This design comes from an exercise in tuning for small area, a short achievable clock period and few clock cycles per item on the open sky130 flow, not from production work.
No run shown here included a check of the RTL's function; only the layout flow was run.
No activity file was given, so power comes from the tool's default toggle rates.

==> flow/design.v <==
module top(clk, rst, start, i, socin1, socin2, socin3, socin4,
           socout1, socout2, socout3, socout4, outReady);
  input clk, rst, start, i;
  input socin1, socin2, socin3, socin4;
  output socout1, socout2, socout3, socout4;
  output reg outReady;
  reg [5:0] cnt;            
  reg [9:0] rt;             
  reg       colf;           
  reg [12:0] c;             
  reg [9:0]  tpos_lo;       
  reg [1:0]  tpos_hi;
  reg [1:0]  tcar;
  reg [12:0] tneg;          
  reg sh_c, sh_s, tpos_acc, tpos_fin, jcalc, r_it, r_init, t_last;
  reg m_s, m_n, m_p, horner, out_sh;
  wire [12:0] c_n  = sh_c ? {i, c[12:1]} : c;
  wire        ng   = c[12];
  wire        ng_n = c_n[12];
  wire [9:0] sv1, sv2, sv3, sv4;      
  wire q1, q2, q3, q4;                
  wire o1, o2, o3, o4;                
  wire [9:0] all_m, g1, g2, g3, g4;
  genvar m;
  generate for (m = 0; m < 10; m = m + 1) begin : th
    if (m == 0) begin : m0
      assign g1[0] = |sv1[9:1]; assign g2[0] = |sv2[9:1];
      assign g3[0] = |sv3[9:1]; assign g4[0] = |sv4[9:1];
    end else if (m == 9) begin : m9
      assign g1[9] = sv1[9] & |sv1[8:0]; assign g2[9] = sv2[9] & |sv2[8:0];
      assign g3[9] = sv3[9] & |sv3[8:0]; assign g4[9] = sv4[9] & |sv4[8:0];
    end else begin : mm
      assign g1[m] = |sv1[9:m+1] | (sv1[m] & |sv1[m-1:0]);
      assign g2[m] = |sv2[9:m+1] | (sv2[m] & |sv2[m-1:0]);
      assign g3[m] = |sv3[9:m+1] | (sv3[m] & |sv3[m-1:0]);
      assign g4[m] = |sv4[9:m+1] | (sv4[m] & |sv4[m-1:0]);
    end
    assign all_m[m] = (g1[m] | !g1[0]) & (g2[m] | !g2[0]) & (g3[m] | !g3[0]) & (g4[m] | !g4[0]);
  end endgenerate
  wire [9:0] r0 = all_m & ~{1'b0, all_m[9:1]};    
  wire in_rec = (cnt >= 6'd13) & (cnt <= 6'd15);
  wire init   = (cnt == 6'd15) & (!ng | ((rt == 10'd0) & !colf));
  wire itf    = in_rec & (rt != 10'd0) & !init;
  wire [5:0] cnt_n = (cnt == 6'd0) ? {5'd0, start} :
                     (cnt == 6'd15) ? (init ? 6'd24 : 6'd15) :
                     (cnt == 6'd48) ? 6'd0 : cnt + 6'd1;
  wire [9:0] rt_n = jcalc ? {1'b1, ~all_m[9:1]} : itf ? {rt[8:0], 1'b0} : rt;
  wire colf_n = itf;
  wire in_rec_n = (cnt_n >= 6'd13) & (cnt_n <= 6'd15);
  wire rcnz_n   = jcalc | (itf ? |rt[8:0] : |rt);
  wire init_n   = (cnt_n == 6'd15) & (!ng_n | (!rcnz_n & !colf_n));
  wire itf_n    = in_rec_n & rcnz_n & !init_n;
  always @(posedge clk) begin
    rt       <= rt_n;
    colf     <= colf_n;
  end
  always @(posedge clk) begin
    if (rst) begin
      cnt <= 6'd0;
      {sh_c, sh_s, tpos_acc, tpos_fin, jcalc, r_it, r_init, t_last} <= 8'd0;
      {m_s, m_n, m_p, horner, out_sh, outReady} <= 6'd0;
    end else begin
    cnt      <= cnt_n;
    sh_c     <= (cnt_n >= 6'd2)  & (cnt_n <= 6'd14);
    sh_s     <= (cnt_n >= 6'd2)  & (cnt_n <= 6'd11);
    tpos_acc <= (cnt_n >= 6'd3)  & (cnt_n <= 6'd12);
    tpos_fin <= (cnt_n == 6'd12);
    jcalc    <= (cnt_n == 6'd12);
    r_it     <= itf_n | ((cnt_n >= 6'd24) & (cnt_n <= 6'd34));
    r_init   <= init_n;
    t_last   <= colf_n & !itf_n;
    m_s      <= itf_n;
    m_n      <= ng_n & (cnt_n >= 6'd15) & !itf_n;
    m_p      <= !ng_n & (cnt_n >= 6'd15);
    horner   <= (cnt_n >= 6'd24) & (cnt_n <= 6'd35);
    out_sh   <= (cnt_n >= 6'd36) & (cnt_n <= 6'd47);
    outReady <= (cnt_n >= 6'd36) & (cnt_n <= 6'd47);
    end
  end
  always @(posedge clk) c <= c_n;
  wire [2:0] ssum = sv1[9] + sv2[9] + sv3[9] + sv4[9] + tcar;
  always @(posedge clk) begin
    if (sh_c & !tpos_acc) tcar <= 2'd0;
    else if (tpos_acc) begin
      tcar <= ssum[2:1];
      tpos_lo <= {ssum[0], tpos_lo[9:1]};
      if (tpos_fin) tpos_hi <= ssum[2:1];
    end
  end
  wire [2:0] pc  = q1 + q2 + q3 + q4;
  wire [2:0] pco = o1 + o2 + o3 + o4;
  always @(posedge clk) begin
    if (jcalc) tneg <= 13'd0;
    else if (colf) tneg <= {tneg[11:0], 1'b0} + pc + (t_last ? {pco, 10'd0} : 13'd0);
  end
  wire [12:0] T = ({13{m_n}} & tneg) | ({13{m_p}} & {1'b0, tpos_hi, tpos_lo});
  UNIT u1(clk, socin1, sh_s, jcalc, r0, r_it, r_init, colf, m_s, horner, out_sh, ng, c, T, sv1, q1, o1, socout1);
  UNIT u2(clk, socin2, sh_s, jcalc, r0, r_it, r_init, colf, m_s, horner, out_sh, ng, c, T, sv2, q2, o2, socout2);
  UNIT u3(clk, socin3, sh_s, jcalc, r0, r_it, r_init, colf, m_s, horner, out_sh, ng, c, T, sv3, q3, o3, socout3);
  UNIT u4(clk, socin4, sh_s, jcalc, r0, r_it, r_init, colf, m_s, horner, out_sh, ng, c, T, sv4, q4, o4, socout4);
endmodule
module UNIT(clk, sin, sh_s, jcalc, r0, r_it, r_init, qcol, m_s, horner, out_sh, ng, c, T,
            s, qr, one, out);
  input clk, sin, sh_s, jcalc, r_it, r_init, qcol, m_s, horner, out_sh, ng;
  input [9:0] r0;
  input [12:0] c;
  input [12:0] T;
  output [9:0] s;
  output qr, one, out;
  reg [24:0] S;             
  reg [13:0] R;             
  assign s = S[24:15];
  wire   nz = |s;
  assign one = (s == 10'd1);
  assign out = S[11];
  wire q  = !R[13];                   
  assign qr = q & nz & !one;
  wire [12:0] M   = m_s ? {3'b000, s} : T;
  wire [10:0] w   = ng ? {one, S[9:0]} : {1'b0, s};
  wire [13:0] X   = r_init ? {3'b000, w} : {R[12:0], 1'b0};
  wire        sub = r_init | q;
  wire [14:0] Rs  = {X, 1'b1} + {{1'b0, M} ^ {14{sub}}, sub};    
  wire [13:0] Rn  = Rs[14:1];
  always @(posedge clk) R <= jcalc ? {4'd0, r0} : Rn;
  wire [24:0] H = {S[23:0], 1'b0} + (q ? {{12{c[12]}}, c} : 25'd0);
  always @(posedge clk) begin
    if (sh_s) S[24:15] <= {sin, S[24:16]};
    else if (r_init) S <= 25'd0;
    else if (jcalc) S[9:0] <= 10'd0;
    else if (qcol) S[9:0] <= {S[8:0], qr};
    else if (horner) S <= H;
    else if (out_sh) S <= {S[24], S[24:1]};
  end
endmodule
==> flow/run.sh <==
#!/bin/bash
# synth_recipe.tcl (not shown) runs the flow's synth.tcl, then flattens the netlist and writes it again
# the make line also repeats each setting of config.mk as NAME=value (left out here)
make -C /OpenROAD-flow-scripts/flow DESIGN_CONFIG=/design/flow/config.mk WORK_HOME=/design/flow/orfs CLKGATE_MAP_FILE= SYNTH_SCRIPT=/design/flow/synth_recipe.tcl finish
==> flow/config.mk <==
export PLATFORM = sky130hd
export DESIGN_NAME = top
export DESIGN_NICKNAME = top
export VERILOG_FILES = /design/flow/design.v
export SDC_FILE = /design/flow/constraint.sdc
export NUM_CORES = 4
export LEC_CHECK = 0
export CAP_MARGIN = 20
export CORE_MARGIN = 2
export CORE_UTILIZATION = 40
export PLACE_DENSITY = 0.6
export SETUP_SLACK_MARGIN = 2.6
export SLEW_MARGIN = 20
==> flow/constraint.sdc <==
create_clock -name core_clock -period 5.0 [get_ports {clk}]
set_input_delay 1.0000 -clock core_clock [delete_from_list [all_inputs] [get_ports {clk}]]
set_output_delay 1.0000 -clock core_clock [all_outputs]
set_load 0.01 [all_outputs]
==> impl_metrics.csv, run 1 <==
group,metric,value,unit
routing,via_per_inst,6.071,
synth,ys_ff_latch,224,
cts,postCtsHoldBufs,0,
routing,drt_iter0_drc,1728,
power_and_ir_drop,power.density,582.5,nW/µm²
routing,vias,19630,
cts,clk_pin_slew,60,ps
routing,firstDrtPassIters,5,
cts,cts_buffers,29,
sta,final.min_clock_period,3415,ps
synth,ys_warn_count,2,
cts,clock-sinks,224,
synth,synth_ff_type,"edfxtp_1",
worst_setup_path,path_max_fanout,8,
placement,place_hpwl,47640,µm
routing,ant_nets,0,
finish,multiInputGateArea,15760,µm²
grt,grt_pass1_wl,108200,µm
sta,rsz0062_at_grt,"yes",
synth,synth.cell_area,19340,µm²
cts,clockBufferDepth,3,
worst_setup_path,setup.worst_path.start_class,"register",
cts,htreeDepth,1,
placement,gp_congestion,0.9358,
synth,syn-num-nets,2479,
sta,tightest_slew,929.1,ps
finish,syn2layout_area_growth,40.52,%
worst_setup_path,critPathArrivalTime,3870,ps
finish,num-fill-cells,3961,
synth,synth.distinct_cells,82,
grt,grt_pass1_vias,18440,
cts,cts_tree,"built",
grt,overflow,0,
routing,wl_per_cell,23.04,µm
job,cap_violations,0,
cts,worstSkewPairLatency,600,ps
synth,synth_common_cells,"nor2_1, a21oi_1, ha_1, edfxtp_1, nand2_1",
synth,ys_seq_area_frac,0.3006,
finish,regArea,5862,µm²
sta,fmax,292.8,MHz
worst_setup_path,worst_ep_required_time,5450,ps
worst_hold_path,hold_path.class,"reg -> reg",
power_and_ir_drop,leakagePower,10.93,nW
power_and_ir_drop,peakVddDrop,0.2577,mV
routing,drc,0,
finish,nNetsFinal,2768,
placement,postPlaceCellArea,20660,µm²
finish,final_area,27180,µm²
synth,synth_edf_count,133,
sta,setup-violations-final,0,
sta,drv_slew,0,
finish,utilization,0.5693,
die,ioPinCount,13,
grt,antenna_found_initial,3,
synth,async_flop_share,0,
synth,synthCells,2306,
worst_setup_path,critPathKind,"reg -> reg",
die,core,47750,µm²
sta,setup-tns-final,0,ps
finish,num_antenna_cells,0,
routing,finalWirelength,74480,µm
die,core.rowCount,80,
synth,syn_avg_cell_area,8.388,µm²
sta,hold_ws,483.2,ps
die,die_h,223.9,µm
sta,period_share,0.6830,
grt,grt_max_degree,64,
die,die_width,223.9,µm
die,start_util,0.4051,
sta,hold_violations,0,
synth,yosys.area.top_type_share,0.2065,
worst_setup_path,cp-end-kind,"register",
synth,synth_most_common_cell,"nor2_1",
sta,skew,20.04,ps
sta,relSlewSlack,0.3797,
finish,drive_gt1_frac,0.3289,
cts,cts-root-buf,"clkbuf_16",
status,status,"no timing/DRC/antenna violations",
die,fp.dieArea,50130,µm²
placement,numPortBuffers,12,
synth,synthTopCellsByArea,"edfxtp_1, ha_1, dfxtp_1, a21oi_1, xnor2_1",
synth,netlist.top_cell.by_area,"edfxtp_1",
grt,gr-usage-all-layers,0.2783,
[cells in the final DEF, fill, tap and decap left out, types with 16 or more instances in the layout]
cell / Yosys / routed
a211oi_1: 43 / 27
a21o_1: 68 / 68
a21oi_1: 227 / 138
a21oi_2: 0 / 76
and3_1: 19 / 16
buf_4: 0 / 237
buf_6: 0 / 97
clkbuf_16: 0 / 31
dfxtp_1: 91 / 76
edfxtp_1: 133 / 133
ha_1: 156 / 106
ha_4: 0 / 37
inv_1: 84 / 76
mux2i_1: 88 / 68
nand2_1: 133 / 122
nand2b_1: 28 / 24
nand3_1: 54 / 44
nor2_1: 263 / 237
nor2b_1: 70 / 52
nor3_1: 51 / 40
o21a_1: 27 / 27
o21ai_0: 92 / 60
o21ai_1: 59 / 62
o21ai_2: 0 / 22
o21bai_1: 23 / 16
xnor2_1: 129 / 106
xnor2_2: 0 / 23
xor2_1: 58 / 54
[worst max-delay path, cell delays in order (launching register included)]
cell	delay, ps
edfxtp_1	560
or3_1	470
nor3_4	210
buf_4	160
buf_6	80
buf_6	100
nor2_4	40
fa_2	580
ha_4	160
fa_2	220
nand3_2	100
nor2_4	180
a31oi_4	100
xnor2_1	130
mux2i_1	140
nor2_1	60
[layer usage]
metal  GRT usage  routed length (µm)  vias up
li1            -                   -     9033
met1      0.3624               30660     9543
met2      0.4588               34050      833
met3     0.04289                5697      218
met4      0.1183                4059        2
met5           0                  13        -
[repair_timing]
item,CTS,global route
buffers inserted,227,100
pin swaps,223,211
resized for setup,359,244
cloned,4,1
setup endpoints to repair,231,189
[cells by family (layout without fill, tap and decap cells)]
group | count (synthesis) | after routing | synth area share
and+or+nand+nor | 744 | 744 | 0.1887
AOI/OAI and AO/OA | 692 | 692 | 0.2274
DFF | 224 | 224 | 0.3006
buffers and inverters | 199 | 511 | 0.03881
xor gates and xnor gates | 187 | 187 | 0.08467
adders and majority gates | 165 | 165 | 0.1102
muxes | 95 | 95 | 0.04961
[state kept, by name, indices dropped and copies added, names as in the netlist, 13 cells and up]
signal	cells
u1.S	25
u2.S	25
u3.S	25
u4.S	25
u1.R	14
u2.R	14
u3.R	14
u4.R	14
c	13
tneg	13
[per-stage QoR]
stage                     setup WS (ps)  instances  power, mW
after floorplan                    1723       2306      8.663
after global placement             1378       2847      9.773
after detailed placement           1356       2847      9.901
after CTS                          1655       3132      14.20
after global routing               1485       3233      16.75
final                              1585       3233      15.83
[report_power, final]
group / internal [mW] / switching (mW)
sequential: 2.32 / 0.202
combinational: 5.48 / 5.64
clock: 1.26 / 0.929
total: 9.06 / 6.77
[worst paths after layout]
path              depth (start not counted)                    end               start  slack [ps]
setup reg to reg                         15  tneg[12]$_SDFFE_PP0P_  u1.S[17]$_DFFE_PP_        1580
hold / removal                            2     rt[9]$_SDFFE_PP1P_  rt[9]$_SDFFE_PP1P_         480
hold reg to reg                           2     rt[9]$_SDFFE_PP1P_  rt[9]$_SDFFE_PP1P_         480
setup / recovery                         15  tneg[12]$_SDFFE_PP0P_  u1.S[17]$_DFFE_PP_        1580
[area by class of cell]
| cell class | count | area share |
|---|---|---|
| clock inverter | 16 | 0.005524 |
| sequential | 224 | 0.2157 |
| inverter | 86 | 0.01224 |
| multi-input combinational | 1883 | 0.5798 |
| timing repair buffer | 371 | 0.1283 |
| clock buffer | 38 | 0.03020 |
| tap | 615 | 0.02831 |
==> inputs of run 2 (changes only) <==
--- a/flow/config.mk
+++ b/flow/config.mk
@@ -9,5 +9,5 @@
 export CORE_MARGIN = 2
 export CORE_UTILIZATION = 40
 export PLACE_DENSITY = 0.6
-export SETUP_SLACK_MARGIN = 2.6
+export SETUP_SLACK_MARGIN = 1.6
 export SLEW_MARGIN = 20
==> run 2 against run 1 <==
Effect of this change: wire length is 15% lower; count of clock-buffer cells in the layout decreased by 5; first-iteration DRC count fell by 13%; cell count fell by 8.0%; critical endpoint is now u4.R[8]$_DFF_P_.
==> impl_metrics.csv, run 2 <==
group,metric,value,unit
grt,grt_pass1_wl,95970,µm
cts,postCtsHoldBufs,0,
worst_hold_path,hold_path.class,"reg -> reg",
grt,grt_pass1_vias,16740,
die,die_width,223.9,µm
cts,worstSkewPairLatency,570,ps
die,die_h,223.9,µm
sta,drv_slew,0,
worst_hold_path,min_from,"tpos_lo[6]$_DFFE_PP_",
status,status,"no timing/DRC/antenna violations",
finish,nNetsFinal,2510,
sta,setup-violations-final,0,
cts,htreeDepth,1,
sta,rsz0062_at_grt,"yes",
worst_setup_path,rr_startpoint,"c[12]$_DFF_P_",
synth,synth_edf_count,133,
sta,period_share,0.6929,
routing,vias,17830,
power_and_ir_drop,power.density,550.8,nW/µm²
grt,antenna_found_initial,0,
cts,cts-root-buf,"clkbuf_16",
worst_setup_path,timing.rr.end,"u4.R[8]$_DFF_P_",
finish,regArea,5843,µm²
routing,wl_per_cell,21.30,µm
worst_setup_path,worst_ep_required_time,5430,ps
sta,relSlewSlack,0.4140,
finish,final_cell_mix,"nor2_1, a21oi_1, ha_1",
synth,ys_warn_count,2,
worst_setup_path,cp-end-kind,"register",
placement,gp_congestion,0.9530,
synth,yosys.area.top_type_share,0.2065,
routing,finalWirelength,63350,µm
worst_setup_path,path_max_fanout,45,
die,fp.dieArea,50130,µm²
cts,cts_tree,"built",
grt,gr-usage-all-layers,0.2446,
worst_setup_path,critPathKind,"reg -> reg",
die,ioPinCount,13,
cts,clockBufferDepth,3,
routing,drt_iter0_drc,1508,
sta,hold_violations,0,
job,cap_violations,0,
die,core,47750,µm²
worst_setup_path,r2r.worst_path.cells,12,
worst_hold_path,hold_depth,0,
grt,overflow,0,
die,core.rowCount,80,
power_and_ir_drop,leakagePower,8.943,nW
sta,fmax,288.7,MHz
synth,syn_avg_cell_area,8.388,µm²
routing,drc,0,
sta,tightest_slew,879.0,ps
finish,fin_cells,2974,
worst_setup_path,reg2reg_slack,1540,ps
finish,num_antenna_cells,0,
cts,clk_pin_slew,60,ps
worst_setup_path,critPathArrivalTime,3890,ps
routing,via_per_inst,5.995,
finish,syn2layout_area_growth,13.87,%
finish,drive_gt1_frac,0.09962,
placement,place_ws,1061,ps
grt,grt_max_degree,77,
worst_setup_path,setup.worst_path.start_class,"register",
sta,setup-tns-final,0,ps
synth,synthCells,2306,
synth,ys_seq_area_frac,0.3006,
placement,numPortBuffers,12,
die,start_util,0.4051,
sta,final.min_clock_period,3464,ps
placement,place_hpwl,45850,µm
cts,clock-sinks,224,
cts,cts_buffers,29,
worst_hold_path,holdPathEnd,"tpos_lo[5]$_DFFE_PP_",
routing,ant_nets,0,
routing,firstDrtPassIters,6,
synth,async_flop_share,0,
synth,synth_common_cells,"nor2_1, a21oi_1, ha_1, edfxtp_1, nand2_1",
sta,setup_ws,1536,ps
power_and_ir_drop,peakVddDrop,0.2537,mV
placement,dpl.cell_count,2857,
synth,synth.cell_area,19340,µm²
synth,synth_most_common_cell,"nor2_1",
synth,netlist.top_cell.by_area,"edfxtp_1",
finish,final_common_cell,"nor2_1",
synth,syn-num-nets,2479,
synth,synth.distinct_cells,82,
synth,synthTopCellsByArea,"edfxtp_1, ha_1, dfxtp_1, a21oi_1, xnor2_1",
finish,utilization,0.4613,
sta,skew,10.19,ps
synth,ys_ff_latch,224,
finish,multiInputGateArea,13190,µm²
synth,synth_ff_type,"edfxtp_1",
finish,num-fill-cells,4549,
## run 2: cell counts after synthesis
Identical to the previous run, type by type.
## run 2: layer usage
layer / vias up / global-route usage / routed length [µm]
li1: 8526 / - / -
met1: 8467 / 0.3303 / 27360
met5: - / 0 / 0
met3: 141 / 0.04368 / 5090
met2: 694 / 0.3892 / 28260
met4: 0 / 0.09398 / 2635
## run 2: worst max path at each step
stage                        startpoint                 end  slack, ps
floorplan                 c[12]$_DFF_P_  u3.S[23]$_DFFE_PP_       1540
global placement    u2.R[13]$_SDFF_PP0_  u2.S[21]$_DFFE_PP_       1140
detailed placement  u2.R[13]$_SDFF_PP0_  u2.S[21]$_DFFE_PP_       1060
CTS                       c[12]$_DFF_P_     u1.R[8]$_DFF_P_       1450
global route              c[12]$_DFF_P_     u4.R[8]$_DFF_P_       1360
finish                    c[12]$_DFF_P_     u4.R[8]$_DFF_P_       1540
## run 2: worst max-delay path, stage by stage, from the launching register on
cell and delay, ps:
dfxtp_2 380, buf_12 310, mux2_1 360, nand2_1 130, inv_1 70, ha_1 300
a21o_1 170, a21oi_1 230, o21bai_1 130, a211o_1 340, a2111oi_1 610, or4_1 210
nand3_1 70
## run 2: timing repair
action | 4_1_cts | 5_1_grt
resized for setup | 34 | 54
setup endpoints to repair | 49 | 43
endpoints found under the hold margin | 0 | 0
setup buffers | 27 | 37
pin swaps | 14 | 16
cloned | 0 | 0
## run 2: final cells by class
cell class	count	share of cell area
multi-input cells	1883	0.5986
flip-flops and latches	224	0.2653
repair buffers	113	0.04243
well taps	615	0.03493
clock buffers	33	0.03408
inverters	86	0.01483
clock inverters	20	0.009827
## run 2: stage by stage
step	cell area, µm²	hold WS, ps	power, mW
after floorplan	19400	406.4	8.135
after global placement	20160	436.5	9.407
after detailed placement	20160	442.9	9.493
after CTS	21490	449.6	11.86
after global routing	22030	457.3	13.11
final	22030	448.9	12.13
## run 2: power breakdown
part | switching [mW] | internal [mW]
registers | 0.228 | 2.31
logic | 4.08 | 3.33
clock network | 0.864 | 1.32
total | 5.17 | 6.96
## run 2: logic make-up (layout without fill, tap and decap cells)
logic type,after synthesis,count (layout),share of synthesized area
AND/OR/NAND/NOR,744,744,0.1887
AO/OA/AOI/OAI,692,692,0.2274
flip-flops,224,224,0.3006
buffers and inverters,199,252,0.03881
XOR/XNOR,187,187,0.08467
adder cells (fa/ha/maj),165,165,0.1102
multiplexers,95,95,0.04961
==> inputs of run 3 (changes only) <==
--- a/flow/design.v
+++ b/flow/design.v
@@ -13,7 +13,7 @@
   reg [1:0]  tcar;
   reg [12:0] tneg;          
   reg sh_c, sh_s, tpos_acc, tpos_fin, jcalc, r_it, r_init, t_last;
-  reg m_s, m_n, m_p, horner, out_sh;
+  reg m_s, m_n, m_p, horner, out_fix, out_sh;
   wire [12:0] c_n  = sh_c ? {i, c[12:1]} : c;
   wire        ng   = c[12];
   wire        ng_n = c_n[12];
@@ -58,7 +58,7 @@
     if (rst) begin
       cnt <= 6'd0;
       {sh_c, sh_s, tpos_acc, tpos_fin, jcalc, r_it, r_init, t_last} <= 8'd0;
-      {m_s, m_n, m_p, horner, out_sh, outReady} <= 6'd0;
+      {m_s, m_n, m_p, horner, out_fix, out_sh, outReady} <= 7'd0;
     end else begin
     cnt      <= cnt_n;
     sh_c     <= (cnt_n >= 6'd2)  & (cnt_n <= 6'd14);
@@ -73,7 +73,8 @@
     m_n      <= ng_n & (cnt_n >= 6'd15) & !itf_n;
     m_p      <= !ng_n & (cnt_n >= 6'd15);
     horner   <= (cnt_n >= 6'd24) & (cnt_n <= 6'd35);
-    out_sh   <= (cnt_n >= 6'd36) & (cnt_n <= 6'd47);
+    out_fix  <= (cnt_n == 6'd36);
+    out_sh   <= (cnt_n >= 6'd37) & (cnt_n <= 6'd47);
     outReady <= (cnt_n >= 6'd36) & (cnt_n <= 6'd47);
     end
   end
@@ -91,17 +92,17 @@
   wire [2:0] pco = o1 + o2 + o3 + o4;
   always @(posedge clk) begin
     if (jcalc) tneg <= 13'd0;
-    else if (colf) tneg <= {tneg[11:0], 1'b0} + pc + (t_last ? {pco, 10'd0} : 13'd0);
+    else if (colf) tneg <= {tneg[11:0], 1'b0} + {pco & {3{t_last}}, 7'd0, pc};
   end
   wire [12:0] T = ({13{m_n}} & tneg) | ({13{m_p}} & {1'b0, tpos_hi, tpos_lo});
-  UNIT u1(clk, socin1, sh_s, jcalc, r0, r_it, r_init, colf, m_s, horner, out_sh, ng, c, T, sv1, q1, o1, socout1);
-  UNIT u2(clk, socin2, sh_s, jcalc, r0, r_it, r_init, colf, m_s, horner, out_sh, ng, c, T, sv2, q2, o2, socout2);
-  UNIT u3(clk, socin3, sh_s, jcalc, r0, r_it, r_init, colf, m_s, horner, out_sh, ng, c, T, sv3, q3, o3, socout3);
-  UNIT u4(clk, socin4, sh_s, jcalc, r0, r_it, r_init, colf, m_s, horner, out_sh, ng, c, T, sv4, q4, o4, socout4);
+  UNIT u1(clk, socin1, sh_s, jcalc, r0, r_it, r_init, colf, m_s, horner, out_fix, out_sh, ng, c, T, sv1, q1, o1, socout1);
+  UNIT u2(clk, socin2, sh_s, jcalc, r0, r_it, r_init, colf, m_s, horner, out_fix, out_sh, ng, c, T, sv2, q2, o2, socout2);
+  UNIT u3(clk, socin3, sh_s, jcalc, r0, r_it, r_init, colf, m_s, horner, out_fix, out_sh, ng, c, T, sv3, q3, o3, socout3);
+  UNIT u4(clk, socin4, sh_s, jcalc, r0, r_it, r_init, colf, m_s, horner, out_fix, out_sh, ng, c, T, sv4, q4, o4, socout4);
 endmodule
-module UNIT(clk, sin, sh_s, jcalc, r0, r_it, r_init, qcol, m_s, horner, out_sh, ng, c, T,
+module UNIT(clk, sin, sh_s, jcalc, r0, r_it, r_init, qcol, m_s, horner, out_fix, out_sh, ng, c, T,
             s, qr, one, out);
-  input clk, sin, sh_s, jcalc, r_it, r_init, qcol, m_s, horner, out_sh, ng;
+  input clk, sin, sh_s, jcalc, r_it, r_init, qcol, m_s, horner, out_fix, out_sh, ng;
   input [9:0] r0;
   input [12:0] c;
   input [12:0] T;
@@ -122,13 +123,23 @@
   wire [14:0] Rs  = {X, 1'b1} + {{1'b0, M} ^ {14{sub}}, sub};    
   wire [13:0] Rn  = Rs[14:1];
   always @(posedge clk) R <= jcalc ? {4'd0, r0} : Rn;
-  wire [24:0] H = {S[23:0], 1'b0} + (q ? {{12{c[12]}}, c} : 25'd0);
+  reg  [1:0]  d;
+  wire [14:0] lo  = {1'b0, S[12:0], 1'b0} + {2'b00, c & {13{q}}};
+  wire        sc  = q & c[12];
+  wire [11:0] dh  = {9'd0, d, 1'b0} - {11'd0, sc};    
+  wire [11:0] hi  = {S[23:13], 1'b0} + dh;
+  wire [11:0] hf  = S[24:13] + {10'd0, d};
+  always @(posedge clk) begin
+    if (r_init) d <= 2'd0;
+    else if (horner) d <= lo[14:13];
+  end
   always @(posedge clk) begin
     if (sh_s) S[24:15] <= {sin, S[24:16]};
     else if (r_init) S <= 25'd0;
     else if (jcalc) S[9:0] <= 10'd0;
     else if (qcol) S[9:0] <= {S[8:0], qr};
-    else if (horner) S <= H;
+    else if (horner) S <= {hi, lo[12:0]};
+    else if (out_fix) S <= {hf[11], hf, S[12:1]};
     else if (out_sh) S <= {S[24], S[24:1]};
   end
 endmodule
--- a/flow/config.mk
+++ b/flow/config.mk
@@ -9,5 +9,5 @@
 export CORE_MARGIN = 2
 export CORE_UTILIZATION = 40
 export PLACE_DENSITY = 0.6
-export SETUP_SLACK_MARGIN = 1.6
+export SETUP_SLACK_MARGIN = 2.4
 export SLEW_MARGIN = 20
==> run 3 against run 2 <==
Effect of this change: largest power group unchanged; final area increased by 18%; area after synthesis increased by 7.0%; global-route usage is 4.2 points higher.
==> impl_metrics.csv, run 3 <==
group,metric,value,unit
grt,grt_max_degree,75,
cts,clockBufferDepth,3,
worst_setup_path,critPathArrivalTime,4070,ps
worst_setup_path,worst_ep_required_time,5440,ps
die,ioPinCount,13,
synth,synth.distinct_cells,96,
routing,vias,20530,
sta,period_share,0.7254,
cts,clock-sinks,234,
power_and_ir_drop,leakagePower,10.22,nW
routing,finalWirelength,79920,µm
sta,setup-tns-final,0,ps
finish,final_common_cell,"nor2_1",
grt,grt_pass1_vias,19060,
sta,final.min_clock_period,3627,ps
synth,synth_top_family_by_area,"compound AO/OA/AOI/OAI gates",
sta,hold_violations,0,
finish,num_antenna_cells,0,
synth,synthTopCellsByArea,"edfxtp_1, ha_1, dfxtp_1, a21oi_1, xnor2_1",
job,cap_violations,0,
synth,ys_ff_latch,234,
finish,num-fill-cells,4689,
routing,ant_nets,0,
sta,fmax,275.7,MHz
worst_setup_path,cp-end-kind,"register",
synth,synth-compound-area-share,0.2424,
synth,synthSimpleGateAreaFrac,0.1872,
grt,gr-usage-all-layers,0.2871,
synth,syn_avg_cell_area,8.358,µm²
die,fp.dieArea,53590,µm²
worst_setup_path,path_max_fanout,2,
routing,drc,0,
die,start_util,0.4044,
cts,cts_tree,"built",
synth,synth_edf_count,133,
cts,cts-root-buf,"clkbuf_16",
synth,syn-num-nets,2666,
worst_setup_path,critPathKind,"reg -> reg",
placement,numPortBuffers,12,
synth,synthCells,2477,
worst_hold_path,hold_path.class,"reg -> reg",
finish,drive_gt1_frac,0.2213,
worst_setup_path,setup.worst_path.start_class,"register",
die,core,51200,µm²
status,status,"no timing/DRC/antenna violations",
sta,hold_ws,468.8,ps
synth,async_flop_share,0,
die,die_width,231.5,µm
synth,netlist.top_cell.by_area,"edfxtp_1",
synth,yosys.area.top_type_share,0.1929,
die,die_h,231.5,µm
finish,nNetsFinal,2807,
power_and_ir_drop,peakVddDrop,0.4035,mV
routing,drt_iter0_drc,1916,
placement,postPlaceCellArea,21860,µm²
synth,muxShareOfSynthArea,0.04237,
grt,overflow,0,
sta,drv_slew,0,
sta,relSlewSlack,0.2967,
routing,via_per_inst,6.178,
synth,ys_warn_count,2,
sta,rsz0062_at_grt,"yes",
cts,clk_pin_slew,60,ps
grt,antenna_found_initial,1,
placement,place_hpwl,55220,µm
placement,gp_congestion,0.9698,
synth,synth.cell_area,20700,µm²
finish,final_cell_mix,"nor2_1, a21oi_1, buf_4",
routing,wl_per_cell,24.05,µm
synth,synth_xor_area_frac,0.06938,
cts,cts_buffers,31,
synth,synth_most_common_cell,"a21oi_1",
power_and_ir_drop,power.density,531.9,nW/µm²
synth,synth_ff_type,"edfxtp_1",
sta,setup-violations-final,0,
sta,skew,17.04,ps
cts,worstSkewPairLatency,600,ps
cts,htreeDepth,1,
routing,firstDrtPassIters,5,
sta,tightest_slew,1054,ps
synth,synth_common_cells,"a21oi_1, nor2_1, ha_1, o21ai_0, inv_1",
synth,synth_fa_ha_area_frac,0.1159,
finish,syn2layout_area_growth,26.05,%
synth,ys_seq_area_frac,0.2906,
grt,grt_pass1_wl,118100,µm
die,core.rowCount,83,
finish,final_area,26100,µm²
run 3: cell families (layout without fill, tap and decap cells):
group,Yosys count,in the layout
muxes,83,83
xor gates and xnor gates,164,164
and+or+nand+nor,762,762
adders and majority gates,181,181
buffers and inverters,279,445
AOI/OAI and AO/OA,774,774
DFF,234,234
run 3: worst paths after layout:
path	from	endpoint	slack, ps	cells past startpoint
hold / removal	tpos_lo[7]$_DFFE_PP_	tpos_lo[6]$_DFFE_PP_	470	0
hold reg to reg	tpos_lo[7]$_DFFE_PP_	tpos_lo[6]$_DFFE_PP_	470	0
setup / recovery	u2.S[21]$_DFFE_PP_	tneg[11]$_SDFFE_PP0P_	1370	16
setup reg to reg	u2.S[21]$_DFFE_PP_	tneg[11]$_SDFFE_PP0P_	1370	16
run 3: per-layer routing:
metal	wire length, µm	global-route usage	vias up
met5	13	0	-
met4	4183	0.1313	2
met3	6756	0.04035	202
met2	35390	0.4473	955
met1	33580	0.3928	9970
li1	-	-	9401
run 3: cell type report:
type | count | area [µm²] | area share
multi-input combinational | 1964 | 15350 | 0.5884
sequential | 234 | 6055 | 0.2320
timing repair buffer | 251 | 2317 | 0.08880
tap | 680 | 850.8 | 0.03260
clock buffer | 40 | 830.8 | 0.03184
inverter | 136 | 523.0 | 0.02004
clock inverter | 18 | 163.9 | 0.006281
run 3: what timing repair did:
action                                  in CTS  in global routing
setup buffers                              120                 77
hold buffers                                 0                  0
pin swaps                                   91                108
endpoints found under the setup margin     235                209
cloned                                       1                  0
gates resized for setup                    176                160
run 3: critical path, stage by stage, from the launching register on:
cell      delay (ps)
edfxtp_1         470
nor4_4           360
nand3_2          150
nor3_4           200
nor2_2            70
fa_1             480
ha_4             200
ha_4             260
ha_4             130
inv_2             30
fa_2             360
nor2b_4          130
nor2b_4          180
a41oi_2          130
xnor2_1          150
mux2i_1          130
nor2_1            50
run 3: through the flow:
| stage | std cells | power (mW) | util | setup slack (ps) |
|---|---|---|---|---|
| floorplan | 2477 | 8.247 | - | 1477 |
| finish | 3323 | 13.88 | 0.5097 | 1373 |
| global route | 3323 | 14.81 | 0.5097 | 1278 |
| global placement | 3067 | 9.425 | 0.4270 | 1091 |
| detailed placement | 3067 | 9.578 | 0.4271 | 1048 |
| CTS | 3246 | 13.02 | 0.4825 | 1439 |
run 3: power breakdown:
group	internal, mW	switching (mW)	total (mW)	leakage, nW
Combinational	4.28	4.71	8.99	7.67
Clock	1.32	0.948	2.27	0.496
Sequential	2.41	0.214	2.63	2.05
==> inputs of run 4 (changes only) <==
--- a/flow/config.mk
+++ b/flow/config.mk
@@ -9,5 +9,5 @@
 export CORE_MARGIN = 2
 export CORE_UTILIZATION = 40
 export PLACE_DENSITY = 0.6
-export SETUP_SLACK_MARGIN = 2.4
+export SETUP_SLACK_MARGIN = 2.0
 export SLEW_MARGIN = 20
==> run 4 against run 3 <==
Effect of this change: setup slack lost 94 ps; synthesized cell count is the same; sequential share of layout area grew 0.70 points; core utilization shrank 1.5 points; still clean on timing, DRC and antenna; register-to-register slack lost 90 ps; sequential power is essentially flat; clock power grew 7%; wire length shrank 0.20%; via count shrank 0.23%; global-route usage shrank 0.34 points.
==> impl_metrics.csv, run 4 <==
group,metric,value,unit
finish,syn2layout_area_growth,22.33,%
placement,gp_congestion,0.9608,
cts,worstSkewPairLatency,620,ps
cts,cts_tree,"built",
power_and_ir_drop,peakVddDrop,0.2727,mV
sta,period_share,0.7443,
routing,firstDrtPassIters,8,
synth,synth.cell_area,20700,µm²
routing,finalWirelength,79760,µm
synth,synth_most_common_cell,"a21oi_1",
sta,skew,28.57,ps
finish,drive_gt1_frac,0.1884,
die,core,51200,µm²
worst_setup_path,cp-startpoint,"u2.S[20]$_DFFE_PP_",
grt,overflow,0,
sta,setup-tns-final,0,ps
grt,gr-usage-all-layers,0.2837,
cts,clk_pin_slew,60,ps
sta,fmax,268.7,MHz
die,fp.dieArea,53590,µm²
worst_setup_path,critPathKind,"reg -> reg",
synth,synthTopCellsByArea,"edfxtp_1, ha_1, dfxtp_1, a21oi_1, xnor2_1",
placement,place_hpwl,54890,µm
sta,tightest_slew,1045,ps
routing,via_per_inst,6.220,
synth,synth_common_cells,"a21oi_1, nor2_1, ha_1, o21ai_0, inv_1",
synth,async_flop_share,0,
grt,grt_max_degree,75,
sta,setup_ws,1279,ps
finish,final_common_cell,"nor2_1",
cts,postCtsHoldBufs,0,
placement,place_ws,1095,ps
grt,grt_pass1_vias,19050,
sta,setup-violations-final,0,
routing,vias,20480,
die,ioPinCount,13,
die,die_width,231.5,µm
grt,grt_pass1_wl,117000,µm
finish,fin_cells,3293,
grt,antenna_found_initial,0,
cts,cts_buffers,30,
synth,ys_seq_area_frac,0.2906,
placement,numPortBuffers,12,
worst_setup_path,timing.rr.end,"tneg[11]$_SDFFE_PP0P_",
synth,synth_edf_count,133,
synth,synth.distinct_cells,96,
routing,drc,0,
power_and_ir_drop,power.density,533.0,nW/µm²
synth,yosys.area.top_type_share,0.1929,
cts,cts-root-buf,"clkbuf_16",
worst_hold_path,hold_path.class,"reg -> reg",
finish,final_cell_mix,"nor2_1, a21oi_1, buf_4",
sta,rsz0062_at_grt,"yes",
synth,syn_avg_cell_area,8.358,µm²
worst_setup_path,rr_startpoint,"u2.S[20]$_DFFE_PP_",
worst_setup_path,worst_ep_required_time,5450,ps
sta,hold_violations,0,
synth,ys_warn_count,2,
worst_setup_path,endpoint,"tneg[11]$_SDFFE_PP0P_",
placement,dpl.cell_count,3072,
sta,relSlewSlack,0.2961,
die,start_util,0.4044,
die,die_h,231.5,µm
synth,synthCells,2477,
sta,hold_ws,459.8,ps
routing,wl_per_cell,24.22,µm
finish,nNetsFinal,2776,
sta,final.min_clock_period,3721,ps
worst_setup_path,r2r.worst_path.cells,16,
routing,drt_iter0_drc,2302,
synth,synth_ff_type,"edfxtp_1",
power_and_ir_drop,power,13.50,mW
cts,clock-sinks,234,
worst_setup_path,cp-end-kind,"register",
worst_setup_path,critPathArrivalTime,4170,ps
sta,drv_slew,0,
synth,syn-num-nets,2666,
die,core.rowCount,83,
synth,ys_ff_latch,234,
cts,clockBufferDepth,3,
worst_setup_path,reg2reg_slack,1280,ps
synth,netlist.top_cell.by_area,"edfxtp_1",
routing,ant_nets,0,
job,cap_violations,0,
worst_setup_path,setup.worst_path.start_class,"register",
power_and_ir_drop,leakagePower,9.852,nW
status,status,"no timing/DRC/antenna violations",
worst_setup_path,path_max_fanout,2,
cts,htreeDepth,1,
-- run 4: metrics by stage --
step	instance area [µm²]	util
after floorplan	20930	-
after global placement	21650	0.4229
after detailed placement	21650	0.4229
after CTS	24060	0.4700
after global routing	25320	0.4946
final	25330	0.4947
-- run 4: timing repair --
item                       4_1_cts  5_1_grt
cloned                           1        2
pin swaps                       55       93
resized for setup              128      138
setup endpoints to repair       86      104
setup buffers                   90       70
-- run 4: metal layers --
| metal | share of wire | track usage | up-vias | wire length [µm] |
|---|---|---|---|---|
| met4 | 0.055 | 0.1313 | 0 | 4354 |
| met5 | 0 | 0 | - | 0 |
| met1 | 0.41 | 0.3789 | 9851 | 32930 |
| met2 | 0.44 | 0.4423 | 1066 | 35010 |
| li1 | - | - | 9337 | - |
| met3 | 0.094 | 0.05340 | 229 | 7469 |
-- run 4: cells by family (layout without fill, tap and decap cells) --
kind of cell / after synthesis / after routing / share of synthesized area
adders and majority gates: 181 / 181 / 0.1159
muxes: 83 / 83 / 0.04237
other: 0 / 2 / 0
buffers and inverters: 279 / 412 / 0.05210
and+or+nand+nor: 762 / 762 / 0.1872
DFF: 234 / 234 / 0.2906
AOI/OAI and AO/OA: 774 / 775 / 0.2424
xor gates and xnor gates: 164 / 164 / 0.06938
-- run 4: how the worst min path moves through the flow --
| stage | startpoint | to | slack, ps | depth (start not counted) |
|---|---|---|---|---|
| floorplan | tpos_lo[1]$_DFFE_PP_ | tpos_lo[0]$_DFFE_PP_ | 430 | 0 |
| global placement | tpos_lo[5]$_DFFE_PP_ | tpos_lo[4]$_DFFE_PP_ | 440 | 0 |
| detailed placement | tpos_lo[9]$_DFFE_PP_ | tpos_lo[8]$_DFFE_PP_ | 440 | 0 |
| CTS | tpos_lo[7]$_DFFE_PP_ | tpos_lo[6]$_DFFE_PP_ | 460 | 0 |
| global route | tpos_lo[6]$_DFFE_PP_ | tpos_lo[5]$_DFFE_PP_ | 460 | 0 |
| finish | tpos_lo[7]$_DFFE_PP_ | tpos_lo[6]$_DFFE_PP_ | 460 | 0 |
-- run 4: layout make-up --
| class | count | area [µm²] |
|---|---|---|
| fillers | 4762 | 25870 |
| multi-input cells | 1965 | 14910 |
| flip-flops and latches | 234 | 6053 |
| repair buffers | 220 | 1897 |
| clock buffers | 43 | 892.1 |
| well taps | 680 | 850.8 |
| inverters | 136 | 518.0 |
| clock inverters | 13 | 198.9 |
| diodes | 2 | 5.005 |
-- run 4: power breakdown --
part           leakage, nW  internal [mW]  switching [mW]
registers             2.05           2.41           0.198
clock network        0.534           1.45           0.968
logic                 7.27           3.94            4.52
-- run 4: critical path: stages, from the launching register on --
cell      delay, ps
edfxtp_1        470
nor4_4          380
nand3_2         160
nor3_4          200
nor2_2           70
fa_1            470
ha_4            190
ha_4            270
ha_4            130
inv_2            30
fa_2            360
nor2b_4         140
nor2b_4         170
a41oi_2         140
xnor2_1         160
mux2i_1         150
nor2_1           60
==> inputs of run 5 (changes only) <==
--- a/flow/design.v
+++ b/flow/design.v
@@ -38,6 +38,9 @@
     assign all_m[m] = (g1[m] | !g1[0]) & (g2[m] | !g2[0]) & (g3[m] | !g3[0]) & (g4[m] | !g4[0]);
   end endgenerate
   wire [9:0] r0 = all_m & ~{1'b0, all_m[9:1]};    
+  reg  [9:0] r0q;           
+  reg  [2:0] pcoq;          
+  always @(posedge clk) r0q <= jcalc ? r0 : 10'd0;
   wire in_rec = (cnt >= 6'd13) & (cnt <= 6'd15);
   wire init   = (cnt == 6'd15) & (!ng | ((rt == 10'd0) & !colf));
   wire itf    = in_rec & (rt != 10'd0) & !init;
@@ -91,14 +94,17 @@
   wire [2:0] pc  = q1 + q2 + q3 + q4;
   wire [2:0] pco = o1 + o2 + o3 + o4;
   always @(posedge clk) begin
+    if (jcalc) pcoq <= pco;
+  end
+  always @(posedge clk) begin
     if (jcalc) tneg <= 13'd0;
-    else if (colf) tneg <= {tneg[11:0], 1'b0} + {pco & {3{t_last}}, 7'd0, pc};
+    else if (colf) tneg <= {tneg[11:0], 1'b0} + {pcoq & {3{t_last}}, 7'd0, pc};
   end
   wire [12:0] T = ({13{m_n}} & tneg) | ({13{m_p}} & {1'b0, tpos_hi, tpos_lo});
-  UNIT u1(clk, socin1, sh_s, jcalc, r0, r_it, r_init, colf, m_s, horner, out_fix, out_sh, ng, c, T, sv1, q1, o1, socout1);
-  UNIT u2(clk, socin2, sh_s, jcalc, r0, r_it, r_init, colf, m_s, horner, out_fix, out_sh, ng, c, T, sv2, q2, o2, socout2);
-  UNIT u3(clk, socin3, sh_s, jcalc, r0, r_it, r_init, colf, m_s, horner, out_fix, out_sh, ng, c, T, sv3, q3, o3, socout3);
-  UNIT u4(clk, socin4, sh_s, jcalc, r0, r_it, r_init, colf, m_s, horner, out_fix, out_sh, ng, c, T, sv4, q4, o4, socout4);
+  UNIT u1(clk, socin1, sh_s, jcalc, r0q, r_it, r_init, colf, m_s, horner, out_fix, out_sh, ng, c, T, sv1, q1, o1, socout1);
+  UNIT u2(clk, socin2, sh_s, jcalc, r0q, r_it, r_init, colf, m_s, horner, out_fix, out_sh, ng, c, T, sv2, q2, o2, socout2);
+  UNIT u3(clk, socin3, sh_s, jcalc, r0q, r_it, r_init, colf, m_s, horner, out_fix, out_sh, ng, c, T, sv3, q3, o3, socout3);
+  UNIT u4(clk, socin4, sh_s, jcalc, r0q, r_it, r_init, colf, m_s, horner, out_fix, out_sh, ng, c, T, sv4, q4, o4, socout4);
 endmodule
 module UNIT(clk, sin, sh_s, jcalc, r0, r_it, r_init, qcol, m_s, horner, out_fix, out_sh, ng, c, T,
             s, qr, one, out);
@@ -111,18 +117,19 @@
   reg [24:0] S;             
   reg [13:0] R;             
   assign s = S[24:15];
-  wire   nz = |s;
   assign one = (s == 10'd1);
+  reg    oneq, valq;        
+  always @(posedge clk) if (jcalc) begin oneq <= one; valq <= |s[9:1]; end
   assign out = S[11];
   wire q  = !R[13];                   
-  assign qr = q & nz & !one;
+  assign qr = q & valq;
   wire [12:0] M   = m_s ? {3'b000, s} : T;
-  wire [10:0] w   = ng ? {one, S[9:0]} : {1'b0, s};
-  wire [13:0] X   = r_init ? {3'b000, w} : {R[12:0], 1'b0};
+  wire [10:0] w   = ng ? {oneq, S[9:0]} : {1'b0, s};
+  wire [13:0] X   = r_init ? {3'b000, w} : {R[12:0] | {3'b000, r0}, 1'b0};
   wire        sub = r_init | q;
   wire [14:0] Rs  = {X, 1'b1} + {{1'b0, M} ^ {14{sub}}, sub};    
   wire [13:0] Rn  = Rs[14:1];
-  always @(posedge clk) R <= jcalc ? {4'd0, r0} : Rn;
+  always @(posedge clk) R <= jcalc ? 14'd0 : Rn;
   reg  [1:0]  d;
   wire [14:0] lo  = {1'b0, S[12:0], 1'b0} + {2'b00, c & {13{q}}};
   wire        sc  = q & c[12];
@@ -134,11 +141,11 @@
     else if (horner) d <= lo[14:13];
   end
   always @(posedge clk) begin
-    if (sh_s) S[24:15] <= {sin, S[24:16]};
+    if (horner) S <= {hi, lo[12:0]};
+    else if (sh_s) S[24:15] <= {sin, S[24:16]};
     else if (r_init) S <= 25'd0;
     else if (jcalc) S[9:0] <= 10'd0;
     else if (qcol) S[9:0] <= {S[8:0], qr};
-    else if (horner) S <= {hi, lo[12:0]};
     else if (out_fix) S <= {hf[11], hf, S[12:1]};
     else if (out_sh) S <= {S[24], S[24:1]};
   end
==> run 5 against run 4 <==
Effect of this change: still clean on timing, DRC and antenna; hold slack gained 40 ps; synthesized cell count shrank 8.8%; flip-flop and latch count grew 21; cell count shrank 7.6%; die area shrank 3.6%; non-clock buffer count shrank 39; area after synthesis shrank 3.6%; maximum frequency grew 22%; via count shrank 13%; count of clock-buffer cells in the layout grew 4; total power shrank 9.4%; critical path type unchanged.
==> impl_metrics.csv, run 5 <==
group,metric,value,unit
cts,cts_tree,"built",
synth,synth.cell_area,19950,µm²
finish,final_common_cell,"a21oi_1",
job,cap_violations,0,
worst_setup_path,reg2reg_slack,1950,ps
worst_hold_path,holdPathEnd,"tcar[0]$_SDFFE_PP0P_",
cts,worstSkewPairLatency,580,ps
grt,grt_pass1_wl,97350,µm
sta,drv_slew,0,
cts,htreeDepth,1,
finish,regArea,6590,µm²
finish,num_antenna_cells,0,
cts,postCtsHoldBufs,0,
sta,hold_violations,0,
synth,synth_edf_count,144,
die,fp.dieArea,51680,µm²
worst_setup_path,setup.worst_path.start_class,"register",
worst_setup_path,critPathArrivalTime,3380,ps
sta,final.min_clock_period,3047,ps
finish,syn2layout_area_growth,19.70,%
synth,netlist.top_cell.by_area,"edfxtp_1",
synth,ys_warn_count,2,
grt,grt_pass1_vias,16670,
sta,skew,10.86,ps
worst_hold_path,min_from,"tcar[0]$_SDFFE_PP0P_",
routing,finalWirelength,66310,µm
status,status,"no timing/DRC/antenna violations",
worst_setup_path,cp_slowest_cell,"fa_1",
sta,hold_ws,500.2,ps
worst_setup_path,worst_ep_required_time,5330,ps
cts,clockBufferDepth,3,
die,core.rowCount,81,
routing,via_per_inst,5.885,
die,core,49050,µm²
placement,dpl.cell_count,2847,
worst_setup_path,rr_startpoint,"u4.S[24]$_DFFE_PP_",
routing,ant_nets,0,
worst_setup_path,path_max_fanout,9,
finish,num-fill-cells,4576,
die,ioPinCount,13,
finish,utilization,0.4868,
routing,wl_per_cell,21.78,µm
synth,synth_ff_type,"edfxtp_1",
sta,fmax,328.2,MHz
worst_setup_path,path_cells,"inv_1 > and3_1 > nand4_1 > or3b_2 > fa_1 > inv_1 > ha_1 > ha_1",
finish,multiInputGateArea,13360,µm²
synth,synth_common_cells,"a21oi_1, nor2_1, ha_1, xnor2_1, edfxtp_1",
finish,final_cell_mix,"a21oi_1, nor2_1, xnor2_1",
synth,async_flop_share,0,
worst_setup_path,timing.rr.end,"pcoq[1]$_DFFE_PP_",
synth,ys_seq_area_frac,0.3281,
finish,drive_gt1_frac,0.1597,
worst_setup_path,critPathKind,"reg -> reg",
synth,yosys.area.top_type_share,0.2167,
power_and_ir_drop,power.density,512.2,nW/µm²
sta,relSlewSlack,0.3347,
placement,gp_congestion,0.9299,
power_and_ir_drop,peakVddDrop,0.2483,mV
die,die_width,227.3,µm
placement,numPortBuffers,12,
synth,synth_most_common_cell,"a21oi_1",
cts,clock-sinks,255,
synth,ys_ff_latch,255,
worst_hold_path,hold_path.class,"reg -> reg",
grt,gr-usage-all-layers,0.2463,
cts,cts-root-buf,"clkbuf_16",
grt,overflow,0,
cts,cts_buffers,30,
worst_hold_path,hold_depth,2,
synth,synthTopCellsByArea,"edfxtp_1, dfxtp_1, ha_1, xnor2_1, a21oi_1",
finish,nNetsFinal,2545,
synth,syn_avg_cell_area,8.828,µm²
finish,fin_cells,3044,
placement,place_hpwl,46050,µm
worst_setup_path,slowest_delay,620,ps
routing,drc,0,
power_and_ir_drop,leakagePower,9.506,nW
grt,antenna_found_initial,0,
synth,synthCells,2260,
die,die_h,227.3,µm
sta,tightest_slew,998.0,ps
routing,drt_iter0_drc,1651,
sta,period_share,0.6094,
grt,grt_max_degree,82,
worst_setup_path,r2r.worst_path.cells,8,
routing,vias,17910,
routing,firstDrtPassIters,6,
sta,rsz0062_at_grt,"yes",
cts,clk_pin_slew,60,ps
die,start_util,0.4067,
worst_setup_path,cp-end-kind,"register",
sta,setup-tns-final,0,ps
synth,syn-num-nets,2449,
synth,synth.distinct_cells,85,
sta,setup-violations-final,0,
-- run 5: changes by cell type in the layout (fill, tap and decap cells not counted), moves of 27 or more --
cell      change
a211oi_1     -27
o21ai_0      -63
xor2_1       +42
mux2i_1      +39
o22ai_1      +37
nor2_1       -64
buf_4        -33
a21oi_1      -40
-- run 5: through the flow --
stage                     setup WS, ps  total power, mW  instance area (µm²)
after floorplan                   1890            7.654                20030
after detailed placement          1391            8.844                20750
after CTS                         1922            11.52                22530
final                             1953            12.23                23880
after global routing              1874            13.13                23880
after global placement            1462            8.694                20750
-- run 5: worst max path at each step --
stage / from / to / slack (ps) / depth (start not counted)
2_1_floorplan: c[12]$_DFF_P_ / u2.S[24]$_DFFE_PP_ / 1890 / 12
3_3_place_gp: r_init$_SDFF_PP0_ / u4.R[13]$_SDFF_PP0_ / 1460 / 11
3_5_place_dp: m_s$_SDFF_PP0_ / u3.R[12]$_SDFF_PP0_ / 1390 / 12
4_1_cts: u1.S[23]$_DFFE_PP_ / pcoq[1]$_DFFE_PP_ / 1920 / 8
5_1_grt: tpos_lo[0]$_DFFE_PP_ / u2.R[12]$_SDFF_PP0_ / 1870 / 13
6_report: u4.S[24]$_DFFE_PP_ / pcoq[1]$_DFFE_PP_ / 1950 / 8
-- run 5: cells by family (layout without fill, tap and decap cells) --
family | Yosys count | in the layout | synth area share
buf+inv | 228 | 348 | 0.04390
simple gates | 669 | 669 | 0.1686
xor+xnor | 228 | 228 | 0.1001
fa+ha+maj | 181 | 181 | 0.1203
compound gates | 596 | 596 | 0.1870
mux | 103 | 103 | 0.05199
flops | 255 | 255 | 0.3281
-- run 5: what timing repair did --
action                                  in CTS  in global routing
endpoints found under the setup margin     143                 65
pin swaps                                   12                 65
buffers inserted                            31                106
gates cloned                                 2                  2
gates resized for setup                     92                 97
-- run 5: worst max-delay path: cells and delay by family, from the launching register on --
kind | cells | cell delay, ps
flops | 1 | 590
buf+inv | 2 | 250
simple gates | 3 | 890
fa+ha+maj | 3 | 1060
-- run 5: power by group --
part | internal [mW] | switching [mW] | total [mW]
registers | 2.59 | 0.210 | 2.80
logic | 3.34 | 3.81 | 7.15
clock network | 1.34 | 0.939 | 2.28
-- run 5: cell type report --
cell class | instances | area share
clock inverter | 9 | 0.004192
clock buffer | 47 | 0.03799
inverter | 111 | 0.01797
tap | 664 | 0.03479
sequential | 255 | 0.2760
multi-input combinational | 1777 | 0.5596
timing repair buffer | 181 | 0.06953
-- run 5: layer usage --
metal / vias to the layer above / GRT usage / share of wire
li1: 8369 / - / -
met1: 8692 / 0.3267 / 0.42
met2: 691 / 0.3932 / 0.45
met3: 162 / 0.03833 / 0.076
met4: 0 / 0.1164 / 0.050
met5: - / 0 / 0
==> inputs of run 6 (changes only) <==
--- a/flow/config.mk
+++ b/flow/config.mk
@@ -9,5 +9,5 @@
 export CORE_MARGIN = 2
 export CORE_UTILIZATION = 40
 export PLACE_DENSITY = 0.6
-export SETUP_SLACK_MARGIN = 2.0
+export SETUP_SLACK_MARGIN = 2.4
 export SLEW_MARGIN = 20
==> run 6 against run 5 <==
Effect of this change: cell count is 7.5% higher; count of clock-buffer cells in the layout is 5 higher; critical path type unchanged; area after synthesis stayed put; largest power group unchanged; wire length is 13% higher; total power is 25% higher; first-iteration DRC count is 8.4% higher; still clean on timing, DRC and antenna; critical endpoint is now u4.R[13]$_SDFF_PP0_.
==> impl_metrics.csv, run 6 <==
group,metric,value,unit
status,status,"no timing/DRC/antenna violations",
power_and_ir_drop,power.density,555.5,nW/µm²
worst_setup_path,r2r.worst_path.cells,14,
sta,final.min_clock_period,3051,ps
routing,finalWirelength,75150,µm
grt,grt_pass1_vias,18790,
placement,gp_congestion,0.9914,
synth,ys_seq_area_frac,0.3281,
sta,setup_ws,1949,ps
synth,synthCells,2260,
synth,synth_common_cells,"a21oi_1, nor2_1, ha_1, xnor2_1, edfxtp_1",
worst_setup_path,path_max_fanout,13,
sta,period_share,0.6103,
worst_setup_path,critPathKind,"reg -> reg",
finish,syn2layout_area_growth,38.04,%
sta,hold_ws,497.0,ps
synth,synth_most_common_cell,"a21oi_1",
synth,yosys.area.top_type_share,0.2167,
finish,drive_gt1_frac,0.3227,
synth,synthTopCellsByArea,"edfxtp_1, dfxtp_1, ha_1, xnor2_1, a21oi_1",
sta,fmax,327.7,MHz
worst_setup_path,cp_top_family,"compound AO/OA/AOI/OAI gates",
worst_setup_path,cp_num_cells,14,
finish,nNetsFinal,2770,
die,core.rowCount,81,
power_and_ir_drop,peakVddDrop,0.2864,mV
worst_setup_path,endpoint,"u4.R[13]$_SDFF_PP0_",
cts,clockBufferDepth,3,
sta,relSlewSlack,0.2515,
finish,multiInputGateArea,14930,µm²
synth,synth_ff_type,"edfxtp_1",
power_and_ir_drop,leakagePower,11.07,nW
sta,rsz0062_at_grt,"yes",
grt,grt_max_degree,74,
die,die_width,227.3,µm
routing,firstDrtPassIters,6,
routing,ant_nets,0,
grt,gr-usage-all-layers,0.2776,
synth,synth.cell_area,19950,µm²
worst_setup_path,reg2reg_slack,1950,ps
worst_setup_path,crit_top_cell,"xnor2_1",
synth,async_flop_share,0,
job,cap_violations,0,
cts,cts-root-buf,"clkbuf_16",
routing,drt_iter0_drc,1790,
die,die_h,227.3,µm
cts,worstSkewPairLatency,560,ps
worst_setup_path,worst_ep_required_time,5380,ps
finish,regArea,6595,µm²
synth,ys_warn_count,2,
placement,dpl.cell_count,2847,
cts,clk_pin_slew,60,ps
worst_setup_path,timing.rr.end,"u4.R[13]$_SDFF_PP0_",
synth,syn_avg_cell_area,8.828,µm²
synth,netlist.top_cell.by_area,"edfxtp_1",
die,fp.dieArea,51680,µm²
worst_setup_path,path_cells,"buf_4 > a221oi_4 > buf_6 > a21oi_1 > xnor2_1 > ha_1 > a21o_1 > nand2_2 > inv_2 > a211oi_2 > o21bai_2 > o31ai_2 > xnor2_1 > nor2_1",
placement,place_ws,1322,ps
routing,vias,19490,
finish,fin_cells,3272,
cts,cts_tree,"built",
routing,wl_per_cell,22.97,µm
placement,place_hpwl,47720,µm
placement,postPlaceCellArea,21000,µm²
grt,antenna_found_initial,2,
finish,num-fill-cells,4196,
routing,via_per_inst,5.957,
synth,synth_edf_count,144,
cts,postCtsHoldBufs,0,
grt,overflow,0,
sta,skew,26.10,ps
power_and_ir_drop,power,15.30,mW
worst_setup_path,slowest_delay,510,ps
routing,drc,0,
worst_setup_path,cp_slowest_cell,"dfxtp_4",
sta,tightest_slew,1123,ps
worst_setup_path,cp-startpoint,"m_p$_SDFF_PP0_",
finish,utilization,0.5614,
synth,synth.distinct_cells,85,
synth,syn-num-nets,2449,
worst_setup_path,critPathArrivalTime,3440,ps
finish,final_cell_mix,"buf_4, nor2_1, edfxtp_1",
die,core,49050,µm²
die,ioPinCount,13,
cts,cts_buffers,34,
finish,final_common_cell,"buf_4",
finish,final_area,27540,µm²
worst_setup_path,cp-end-kind,"register",
cts,htreeDepth,2,
sta,setup-tns-final,0,ps
die,start_util,0.4067,
grt,grt_pass1_wl,108800,µm
synth,ys_ff_latch,255,
cts,clock-sinks,255,
worst_setup_path,setup.worst_path.start_class,"register",
worst_setup_path,critPathBufInv,3,
worst_hold_path,hold_path.class,"reg -> reg",
sta,setup-violations-final,0,
placement,numPortBuffers,12,
worst_setup_path,rr_startpoint,"m_p$_SDFF_PP0_",
sta,drv_slew,0,
sta,hold_violations,0,
-- run 6: changes by cell type in the layout (fill, tap and decap cells not counted), sizes merged --
cell / before / now
bufbuf: 1 / 0
clkbuf: 49 / 52
buf: 166 / 389
clkinv: 6 / 5
diode: 0 / 2
a221oi: 11 / 12
clkinvlp: 0 / 1
-- run 6: how the worst min path moves through the flow --
stage / start / endpoint / slack [ps] / cells after the start
6_report: rt[9]$_SDFFE_PP1P_ / rt[9]$_SDFFE_PP1P_ / 500 / 2
5_1_grt: tpos_lo[2]$_DFFE_PP_ / tpos_lo[1]$_DFFE_PP_ / 530 / 0
4_1_cts: rt[9]$_SDFFE_PP1P_ / rt[9]$_SDFFE_PP1P_ / 500 / 2
3_5_place_dp: tpos_lo[5]$_DFFE_PP_ / tpos_lo[4]$_DFFE_PP_ / 440 / 0
3_3_place_gp: tpos_lo[5]$_DFFE_PP_ / tpos_lo[4]$_DFFE_PP_ / 450 / 0
2_1_floorplan: tpos_lo[5]$_DFFE_PP_ / tpos_lo[4]$_DFFE_PP_ / 430 / 0
-- run 6: metal layers --
metal / share of wire / GRT usage / up-vias
li1: - / - / 8821
met1: 0.39 / 0.3434 / 9480
met2: 0.46 / 0.4548 / 922
met3: 0.087 / 0.05343 / 265
met4: 0.058 / 0.1545 / 4
met5: 0.00033 / 0 / -
-- run 6: what timing repair did --
| item | CTS | global route |
|---|---|---|
| setup endpoints to repair | 196 | 117 |
| setup buffers | 257 | 102 |
| gates cloned | 3 | 0 |
| resized for setup | 299 | 239 |
| pin swaps | 195 | 223 |
-- run 6: cells by family after synthesis --
logic type	Yosys count	synth area share
and+or+nand+nor	669	0.1686
AOI/OAI and AO/OA	596	0.1870
xor gates and xnor gates	228	0.1001
DFF	255	0.3281
buffers and inverters	228	0.04390
adders and majority gates	181	0.1203
muxes	103	0.05199
-- run 6: where the power goes --
part,total (mW),internal [mW],switching (mW)
Combinational,9.95,5.06,4.89
Clock,2.55,1.53,1.02
Sequential,2.80,2.59,0.212
-- run 6: area by class of cell --
type                       count  share of cell area
multi-input combinational   1778              0.5420
clock inverter                 9            0.003589
antenna                        2           0.0001817
timing repair buffer         401              0.1311
sequential                   255              0.2395
clock buffer                  52             0.03748
tap                          664             0.03017
inverter                     111             0.01595
-- run 6: worst reg2reg max path, stage by stage, from the launching register on --
cell and delay (ps):
dfxtp_4 510, buf_4 180, a221oi_4 70, buf_6 150, a21oi_1 460, xnor2_1 170, ha_1 280, a21o_1 180
nand2_2 100, inv_2 60, a211oi_2 220, o21bai_2 120, o31ai_2 200, xnor2_1 140, nor2_1 50
==> inputs of run 7 (changes only) <==
--- a/flow/config.mk
+++ b/flow/config.mk
@@ -9,5 +9,5 @@
 export CORE_MARGIN = 2
 export CORE_UTILIZATION = 40
 export PLACE_DENSITY = 0.6
-export SETUP_SLACK_MARGIN = 2.4
+export SETUP_SLACK_MARGIN = 1.6
 export SLEW_MARGIN = 20
==> run 7 against run 6 <==
Effect of this change: die area unchanged; highest routed layer is now met4; final area decreased by 20%; sequential power hardly changed; largest cell class unchanged; cell count shrank 11%; first-iteration DRC count shrank 2.3%.
==> impl_metrics.csv, run 7 <==
group,metric,value,unit
synth,netlist.top_cell.by_area,"edfxtp_1",
routing,firstDrtPassIters,6,
sta,tightest_slew,1059,ps
sta,setup-tns-final,0,ps
finish,nNetsFinal,2416,
synth,synthSimpleGateAreaFrac,0.1686,
grt,met2_usage,0.3976,
sta,setup_ws,1726,ps
worst_setup_path,setup.worst_path.start_class,"register",
grt,grt_util_met1,0.3442,
routing,ant_nets,0,
synth,synth_top_family_by_area,"compound AO/OA/AOI/OAI gates",
synth,synth_most_common_cell,"a21oi_1",
die,core.rowCount,81,
cts,clock-sinks,255,
finish,final_common_cell,"a21oi_1",
synth,synth_edf_count,144,
status,status,"no timing/DRC/antenna violations",
synth,synth_xor_area_frac,0.1001,
finish,syn2layout_area_growth,10.57,%
synth,synth_ff_type,"edfxtp_1",
placement,numPortBuffers,12,
synth,ys_ff_latch,255,
placement,gp_congestion,0.9456,
routing,vias,17220,
synth,synth-compound-area-share,0.1870,
grt,grt_pass1_vias,16820,
power_and_ir_drop,power,11.47,mW
job,cap_violations,0,
die,die_width,227.3,µm
routing,finalWirelength,64820,µm
grt,busiest_layer,"met2",
worst_setup_path,cp-startpoint,"u1.S[24]$_DFFE_PP_",
finish,final_cell_mix,"a21oi_1, nor2_1, ha_1",
die,core,49050,µm²
synth,synthCells,2260,
grt,gr-usage-all-layers,0.2538,
placement,place_hpwl,47460,µm
synth,ys_seq_area_frac,0.3281,
cts,worstSkewPairLatency,560,ps
cts,cts-root-buf,"clkbuf_16",
sta,period_share,0.6548,
routing,wl_per_cell,22.24,µm
sta,hold_violations,0,
die,start_util,0.4067,
finish,drive_gt1_frac,0.06619,
synth,syn_avg_cell_area,8.828,µm²
routing,via_per_inst,5.907,
finish,utilization,0.4497,
sta,hold_ws,487.2,ps
synth,synthTopCellsByArea,"edfxtp_1, dfxtp_1, ha_1, xnor2_1, a21oi_1",
sta,drv_slew,0,
synth,syn-num-nets,2449,
sta,rsz0062_at_grt,"yes",
synth,yosys.area.top_type_share,0.2167,
synth,async_flop_share,0,
sta,final.min_clock_period,3274,ps
worst_setup_path,rr_startpoint,"u1.S[24]$_DFFE_PP_",
synth,synth.cell_area,19950,µm²
worst_setup_path,critPathKind,"reg -> reg",
worst_setup_path,endpoint,"pcoq[1]$_DFFE_PP_",
synth,synth_fa_ha_area_frac,0.1203,
grt,grt_max_degree,71,
worst_setup_path,timing.rr.end,"pcoq[1]$_DFFE_PP_",
routing,drt_iter0_drc,1748,
die,ioPinCount,13,
cts,clockBufferDepth,3,
power_and_ir_drop,power.density,519.8,nW/µm²
sta,setup-violations-final,0,
power_and_ir_drop,leakagePower,8.757,nW
die,fp.dieArea,51680,µm²
worst_setup_path,cp-end-kind,"register",
synth,muxShareOfSynthArea,0.05199,
finish,num_antenna_cells,0,
power_and_ir_drop,peakVddDrop,0.5596,mV
sta,fmax,305.4,MHz
synth,synth.distinct_cells,85,
worst_setup_path,critPathArrivalTime,3580,ps
synth,synth_common_cells,"a21oi_1, nor2_1, ha_1, xnor2_1, edfxtp_1",
worst_setup_path,r2r.worst_path.cells,8,
cts,cts_tree,"built",
worst_setup_path,path_max_fanout,12,
sta,skew,40.20,ps
sta,relSlewSlack,0.2914,
grt,antenna_found_initial,1,
cts,clk_pin_slew,60,ps
worst_setup_path,reg2reg_slack,1730,ps
cts,htreeDepth,2,
worst_hold_path,hold_path.class,"reg -> reg",
placement,place_ws,1508,ps
routing,drc,0,
die,die_h,227.3,µm
cts,cts_buffers,34,
worst_setup_path,worst_ep_required_time,5310,ps
grt,gr-usage-met3,0.04078,
grt,grt_pass1_wl,99150,µm
synth,ys_warn_count,2,
grt,overflow,0,
run 7: cell counts after synthesis:
No cell type changed its count.
run 7: worst min path at each step:
| stage | start | end | slack (ps) | depth (start not counted) |
|---|---|---|---|---|
| after floorplan | tpos_lo[1]$_DFFE_PP_ | tpos_lo[0]$_DFFE_PP_ | 430 | 0 |
| after global placement | tpos_lo[4]$_DFFE_PP_ | tpos_lo[3]$_DFFE_PP_ | 440 | 0 |
| after detailed placement | tpos_lo[8]$_DFFE_PP_ | tpos_lo[7]$_DFFE_PP_ | 440 | 0 |
| after CTS | tpos_lo[1]$_DFFE_PP_ | tpos_lo[0]$_DFFE_PP_ | 450 | 0 |
| after global routing | tpos_lo[3]$_DFFE_PP_ | tpos_lo[2]$_DFFE_PP_ | 500 | 0 |
| final | tpos_lo[4]$_DFFE_PP_ | tpos_lo[3]$_DFFE_PP_ | 490 | 0 |
run 7: cell families (layout without fill, tap and decap cells):
kind of cell,after synthesis,count (layout)
AOI/OAI and AO/OA,596,596
and+or+nand+nor,669,669
muxes,103,103
DFF,255,255
buffers and inverters,228,219
adders and majority gates,181,181
xor gates and xnor gates,228,228
run 7: layout make-up:
type | count | area (µm²)
Multi-Input combinational cell | 1777 | 12680
Inverter | 111 | 419.2
Timing Repair Buffer | 48 | 432.9
Clock inverter | 15 | 182.7
Fill cell | 4741 | 26990
Clock buffer | 45 | 943.4
Sequential cell | 255 | 6570
Tap cell | 664 | 830.8
run 7: what timing repair did:
action                     4_1_cts  5_1_grt
buffers inserted                 1        0
gates resized for setup          5       34
setup endpoints to repair        9       42
hold buffers                     0        0
pin swaps                        0        2
run 7: through the flow:
step,instances,cell area [µm²]
final,2915,22060
after global routing,2915,22060
after detailed placement,2854,20740
after global placement,2854,20740
after CTS,2915,21910
after floorplan,2260,19950
run 7: layer usage:
layer / up-vias / part of all wire / routed length (µm)
met3: 137 / 0.073 / 4740
met1: 8362 / 0.44 / 28380
li1: 8113 / - / -
met5: - / 0 / 0
met2: 607 / 0.44 / 28650
met4: 0 / 0.047 / 3047
run 7: report_power, final:
part	internal [mW]	switching, mW
clock network	1.54	0.997
logic	2.72	3.44
registers	2.58	0.194
run 7: worst max-delay path: stages (launching register included):
cell and delay [ps]:
edfxtp_1 660, inv_1 200, nand3_1 160, nor4_1 520, nand3_1 290, fa_1 700
inv_1 70, ha_1 180, ha_1 260

Check on run 7: ideal ports give 1.726 ns setup slack; a clkbuf_16 on the clock port and buf_2 on the inputs give 1.726 ns; moving port delays by the midpoint clock arrival (0.599 ns) as well gives 1.726 ns.
